What follows belongs to an exercise in optimizing a design on an open flow for small area, a short achievable clock period and few clock cycles; a production flow would make more cautious choices. No activity file was given, so power comes from the tool's default toggle rates.

==> flow/design.v <==
module ea_add(base, imm5, ea);
  input  [8:0] base;
  input  [4:0] imm5;
  output [8:0] ea;
  wire [4:0] g = base[4:0] & imm5;
  wire [4:0] p = base[4:0] ^ imm5;
  wire c1 = g[0];
  wire c2 = g[1] | (p[1] & g[0]);
  wire g32 = g[3] | (p[3] & g[2]);
  wire p32 = p[3] & p[2];
  wire c3 = g[2] | (p[2] & c2);
  wire c4 = g32 | (p32 & c2);
  wire c5 = g[4] | (p[4] & g32) | (p[4] & p32 & c2);
  wire [4:0] lo = p ^ {c4, c3, c2, c1, 1'b0};
  wire [3:0] hi = base[8:5];
  wire s = imm5[4];
  wire [3:0] hi_c1 = s ? hi : hi + 4'd1;        
  wire [3:0] hi_c0 = s ? hi - 4'd1 : hi;        
  assign ea = {c5 ? hi_c1 : hi_c0, lo};
endmodule
module rsm_cpu(clk, reset, mem_rdata, mem_cmd, mem_addr, mem_wdata, halted);
  input clk, reset;
  input [15:0] mem_rdata;
  output [1:0] mem_cmd;
  output [8:0] mem_addr;
  output [15:0] mem_wdata;
  output halted;
  reg [15:0] R [0:7];       
  reg [8:0]  fpc;           
  reg        fv;            
  reg [8:0]  link;          
  reg        fN, fV, fZ;    
  reg        halt_q;
  reg        w_ld;          
  reg [2:0]  ld_rd;
  reg [15:0] A_q;           
  reg [15:0] B_q;           
  reg [2:0]  e_wd;          
  reg [1:0]  e_sh;
  reg [7:0]  e_imm8;
  reg        e_we;          
  reg        e_ldr, e_str, e_cmp;
  reg        s_imm, s_mov, s_add, s_and, s_mvn, s_link;   
  reg        wA, wB;        
  wire        e_go = !w_ld;                
  wire [15:0] B = B_q;
  function [15:0] shf(input [15:0] x, input [1:0] sh);
    case (sh)
      2'b00: shf = x;
      2'b01: shf = {x[14:0], 1'b0};
      2'b10: shf = {1'b0, x[15:1]};
      default: shf = {x[0], x[15:1]};
    endcase
  endfunction
  wire [15:0] sum = A_q + B;
  wire [15:0] dlo = {1'b0, A_q[14:0]} + {1'b0, ~B[14:0]} + 16'd1;
  wire ca15 = sum[15] ^ A_q[15] ^ B[15];
  wire cs15 = dlo[15];
  wire [15:0] res  = ({16{s_imm}}  & {{8{e_imm8[7]}}, e_imm8}) |
                     ({16{s_mov}}  & B) |
                     ({16{s_add}}  & sum) |
                     ({16{s_and}}  & (A_q & B)) |
                     ({16{s_mvn}}  & ~B) |
                     ({16{s_link}} & {7'b0, link});
  wire nN = A_q[15] ^ ~B[15] ^ cs15;
  wire nZ = (A_q == B);
  wire nV = (A_q[15] == B[15]) ? (ca15 != A_q[15]) : (cs15 != A_q[15]);
  wire [8:0] ea;
  ea_add u_ea(A_q[8:0], e_imm8[4:0], ea);
  wire e_mem = e_go & (e_ldr | e_str);
  assign mem_cmd   = halt_q ? 2'b00 : (e_go & e_str) ? 2'b01 : 2'b10;
  assign mem_addr  = e_mem ? ea : fpc;
  assign mem_wdata = B_q;
  assign halted    = halt_q;
  wire fetch = !halt_q & !e_mem;
  wire e_wr  = e_go & e_we;                
  wire [15:0] I = mem_rdata;
  wire [2:0]  opc = I[15:13];
  wire d_b    = (opc == 3'b001);
  wire d_bl   = (opc == 3'b010) &  I[12];    
  wire d_bx   = (opc == 3'b010) & ~I[12];
  wire d_halt = (opc == 3'b111);
  wire d_str  = (opc == 3'b100);
  wire d_ldr  = (opc == 3'b011);
  wire d_movi = (opc == 3'b110) &  I[12];
  wire d_movr = (opc == 3'b110) & ~I[12];
  wire d_alu  = (opc == 3'b101);            
  wire [2:0] rn = I[10:8];
  wire [2:0] rb = d_str ? I[7:5] : I[2:0];
  wire fA = e_wr & (e_wd == rn);
  wire fB = e_wr & (d_str ? (e_wd == I[7:5]) : (e_wd == I[2:0]));
  function [15:0] rd8(input [2:0] n, input [127:0] r);
    integer k;
    begin
      rd8 = 16'd0;
      for (k = 0; k < 8; k = k + 1)
        rd8 = rd8 | (r[16*k +: 16] & {16{n == k}});
    end
  endfunction
  wire [127:0] Rall = {R[7], R[6], R[5], R[4], R[3], R[2], R[1], R[0]};
  wire [15:0] Ain = ({16{w_ld}} & mem_rdata) | ({16{~w_ld & fA}} & res) |
                    ({16{~w_ld & ~fA}} & rd8(rn, Rall));
  wire [1:0] sh = (d_str | d_ldr) ? 2'b00 : I[4:3];
  wire [15:0] Bsrc = ({16{w_ld}} & mem_rdata) | ({16{~w_ld & fB}} & res) |
                     ({16{~w_ld & ~fB}} & rd8(rb, Rall));
  wire [15:0] Bin = shf(Bsrc, w_ld ? e_sh : sh);
  wire cmp_now = e_go & e_cmp;
  function cnd(input [2:0] c, input n, input v, input z);
    case (c)
      3'b000: cnd = 1'b1;
      3'b001: cnd = z;
      3'b010: cnd = ~z;
      3'b011: cnd = n ^ v;
      3'b100: cnd = (n ^ v) | z;
      default: cnd = 1'b0;
    endcase
  endfunction
  wire cond_old = cnd(I[10:8], fN, fV, fZ);
  wire cond_new = cnd(I[10:8], nN, nV, nZ);
  wire taken = (fv & (d_bl | d_bx)) |
               (fv & d_b & (cmp_now ? cond_new : cond_old));
  wire [8:0] boff = fpc + {I[7], I[7:0]};
  wire [8:0] target = d_bx ? link : boff;
  always @(posedge clk) begin
    if (reset) begin
      fpc <= 9'd0;
      fv <= 1'b0;
      halt_q <= 1'b0;
      w_ld <= 1'b0;
      e_we <= 1'b0; e_ldr <= 1'b0; e_str <= 1'b0; e_cmp <= 1'b0;
    end else begin
      if (taken) fpc <= target;
      else if (fetch) fpc <= fpc + 9'd1;
      fv <= fetch & ~taken;
      if (fv & d_bl) link <= fpc;
      if (fv & d_halt) halt_q <= 1'b1;
      w_ld <= e_go & e_ldr;
      if (e_go & e_ldr) ld_rd <= e_wd;
      if (fv) begin
        e_wd   <= (d_movi | d_bl) ? I[10:8] : I[7:5];
        e_sh   <= sh;
        e_imm8 <= I[7:0];
        e_we   <= d_movi | d_movr | (d_alu & (I[12:11] != 2'b01)) | d_bl;
        e_ldr  <= d_ldr;
        e_str  <= d_str;
        e_cmp  <= d_alu & (I[12:11] == 2'b01);
        s_imm  <= d_movi;
        s_mov  <= d_movr;
        s_add  <= d_alu & (I[12:11] == 2'b00);
        s_and  <= d_alu & (I[12:11] == 2'b10);
        s_mvn  <= d_alu & (I[12:11] == 2'b11);
        s_link <= d_bl;
      end else if (e_go) begin
        e_we <= 1'b0; e_ldr <= 1'b0; e_str <= 1'b0; e_cmp <= 1'b0;
      end
      if (cmp_now) begin fN <= nN; fV <= nV; fZ <= nZ; end
    end
  end
  always @(posedge clk) begin
    if (fv | (w_ld & wA)) A_q <= Ain;
    if (fv | (w_ld & wB)) B_q <= Bin;
    if (fv) begin
      wA  <= e_go & e_ldr & (e_wd == rn);
      wB  <= e_go & e_ldr & (e_wd == rb);
    end
  end
  always @(posedge clk) begin
    if (w_ld) R[ld_rd] <= mem_rdata;
    else if (e_wr) R[e_wd] <= res;
  end
endmodule
==> flow/config.mk <==
export PLATFORM = sky130hd
export DESIGN_NAME = rsm_cpu
export DESIGN_NICKNAME = rsm_cpu
export VERILOG_FILES = /design/flow/design.v
export SDC_FILE = /design/flow/constraint.sdc
export NUM_CORES = 4
export LEC_CHECK = 0
export CAP_MARGIN = 20
export CORE_MARGIN = 2
export CORE_UTILIZATION = 40
export CTS_CLUSTER_DIAMETER = 100
export CTS_CLUSTER_SIZE = 30
export SETUP_SLACK_MARGIN = 4
export SLEW_MARGIN = 20
export TNS_END_PERCENT = 1
==> flow/constraint.sdc <==
create_clock -name core_clock -period 8.0 [get_ports {clk}]
set_input_delay 1.6000 -clock core_clock [delete_from_list [all_inputs] [get_ports {clk}]]
set_output_delay 1.6000 -clock core_clock [all_outputs]
set_load 0.01 [all_outputs]
standard.sh (not shown) runs the stock make flow with config.mk's settings and CLKGATE_MAP_FILE= SYNTH_SCRIPT=/design/flow/synth_recipe.tcl, a recipe that flattens the netlist after the stock synthesis.
==> flow/flow/run.sh <==
#!/bin/bash
# The standard layout, with the input and output port buffers made from
# plain buffers (sky130_fd_sc_hd__buf_1) instead of the delay cells
# buffer_ports picks by default. Every port is still buffered.
set -euo pipefail
cd "$(dirname "$0")/.."
export BUFFER_PORTS_ARGS="-buffer_cell sky130_fd_sc_hd__buf_1"
bash standard.sh > standard_flow.log 2>&1
Next try:
--- a/flow/design.v
+++ b/flow/design.v
@@ -1,24 +1,16 @@
 module ea_add(base, imm5, ea);
   input  [8:0] base;
   input  [4:0] imm5;
   output [8:0] ea;
-  wire [4:0] g = base[4:0] & imm5;
-  wire [4:0] p = base[4:0] ^ imm5;
-  wire c1 = g[0];
-  wire c2 = g[1] | (p[1] & g[0]);
-  wire g32 = g[3] | (p[3] & g[2]);
-  wire p32 = p[3] & p[2];
-  wire c3 = g[2] | (p[2] & c2);
-  wire c4 = g32 | (p32 & c2);
-  wire c5 = g[4] | (p[4] & g32) | (p[4] & p32 & c2);
-  wire [4:0] lo = p ^ {c4, c3, c2, c1, 1'b0};
+  wire [5:0] lo = {1'b0, base[4:0]} + {1'b0, imm5};
   wire [3:0] hi = base[8:5];
-  wire s = imm5[4];
-  wire [3:0] hi_c1 = s ? hi : hi + 4'd1;        
-  wire [3:0] hi_c0 = s ? hi - 4'd1 : hi;        
-  assign ea = {c5 ? hi_c1 : hi_c0, lo};
+  wire [3:0] hi_inc = hi + 4'd1;
+  wire [3:0] hi_dec = hi - 4'd1;
+  wire up = lo[5] & ~imm5[4];
+  wire dn = ~lo[5] & imm5[4];
+  assign ea = {up ? hi_inc : dn ? hi_dec : hi, lo[4:0]};
 endmodule
 module rsm_cpu(clk, reset, mem_rdata, mem_cmd, mem_addr, mem_wdata, halted);
   input clk, reset;
   input [15:0] mem_rdata;
   output [1:0] mem_cmd;
@@ -87,24 +79,15 @@
   wire d_alu  = (opc == 3'b101);            
   wire [2:0] rn = I[10:8];
   wire [2:0] rb = d_str ? I[7:5] : I[2:0];
   wire fA = e_wr & (e_wd == rn);
   wire fB = e_wr & (d_str ? (e_wd == I[7:5]) : (e_wd == I[2:0]));
-  function [15:0] rd8(input [2:0] n, input [127:0] r);
-    integer k;
-    begin
-      rd8 = 16'd0;
-      for (k = 0; k < 8; k = k + 1)
-        rd8 = rd8 | (r[16*k +: 16] & {16{n == k}});
-    end
-  endfunction
-  wire [127:0] Rall = {R[7], R[6], R[5], R[4], R[3], R[2], R[1], R[0]};
   wire [15:0] Ain = ({16{w_ld}} & mem_rdata) | ({16{~w_ld & fA}} & res) |
-                    ({16{~w_ld & ~fA}} & rd8(rn, Rall));
+                    ({16{~w_ld & ~fA}} & R[rn]);
   wire [1:0] sh = (d_str | d_ldr) ? 2'b00 : I[4:3];
   wire [15:0] Bsrc = ({16{w_ld}} & mem_rdata) | ({16{~w_ld & fB}} & res) |
-                     ({16{~w_ld & ~fB}} & rd8(rb, Rall));
+                     ({16{~w_ld & ~fB}} & R[rb]);
   wire [15:0] Bin = shf(Bsrc, w_ld ? e_sh : sh);
   wire cmp_now = e_go & e_cmp;
   function cnd(input [2:0] c, input n, input v, input z);
     case (c)
       3'b000: cnd = 1'b1;
Outcome: Total power falls by 3.5%; setup slack gets better by 0.055 ns; clock skew rises by 0.0049 ns; synthesized cell count falls by 12%; die area falls by 3.4%; first-iteration DRC count falls by 35%; non-clock buffer count falls by 1; hold slack stays flat; maximum frequency rises by 1.3%; global-route usage falls by 2.1 points; final cell count falls by 8.4%; cell area falls by 2.9%; combinational power falls by 11%; count of clock-buffer cells in the layout rises by 1.
No functional check of the RTL was part of any run of this note.

port drivers added, routing unchanged:
The flow's constraints put no driver on any port. The routed layouts listed below were extracted and timed again, unchanged, in two steps.
Step 1 assumes that a clkbuf_16 drives the clock port and a buf_2 every other input.
Step 2 times the ports against the registers' clock, not the clock port: input delays grow and output delays shrink by t, the midpoint of the rising clock arrivals with the driver on.
Slacks: ideal / step 1 / step 2; pairs: ideal / step 1.
run	shift t [ns]	setup WS [ns]	worst setup path after step 2	worst register clock-pin slew, ns
the first run	0.528	3.731 / 3.681 / 3.302	input to register	0.12 / 0.12
the second run	0.521	3.787 / 3.756 / 3.294	input to register	0.12 / 0.12
After both steps setup and hold are still met in every run listed. For the second run, which loses most, drivers alone change the setup slack by -0.031 ns; drivers and shift together by -0.493 ns.
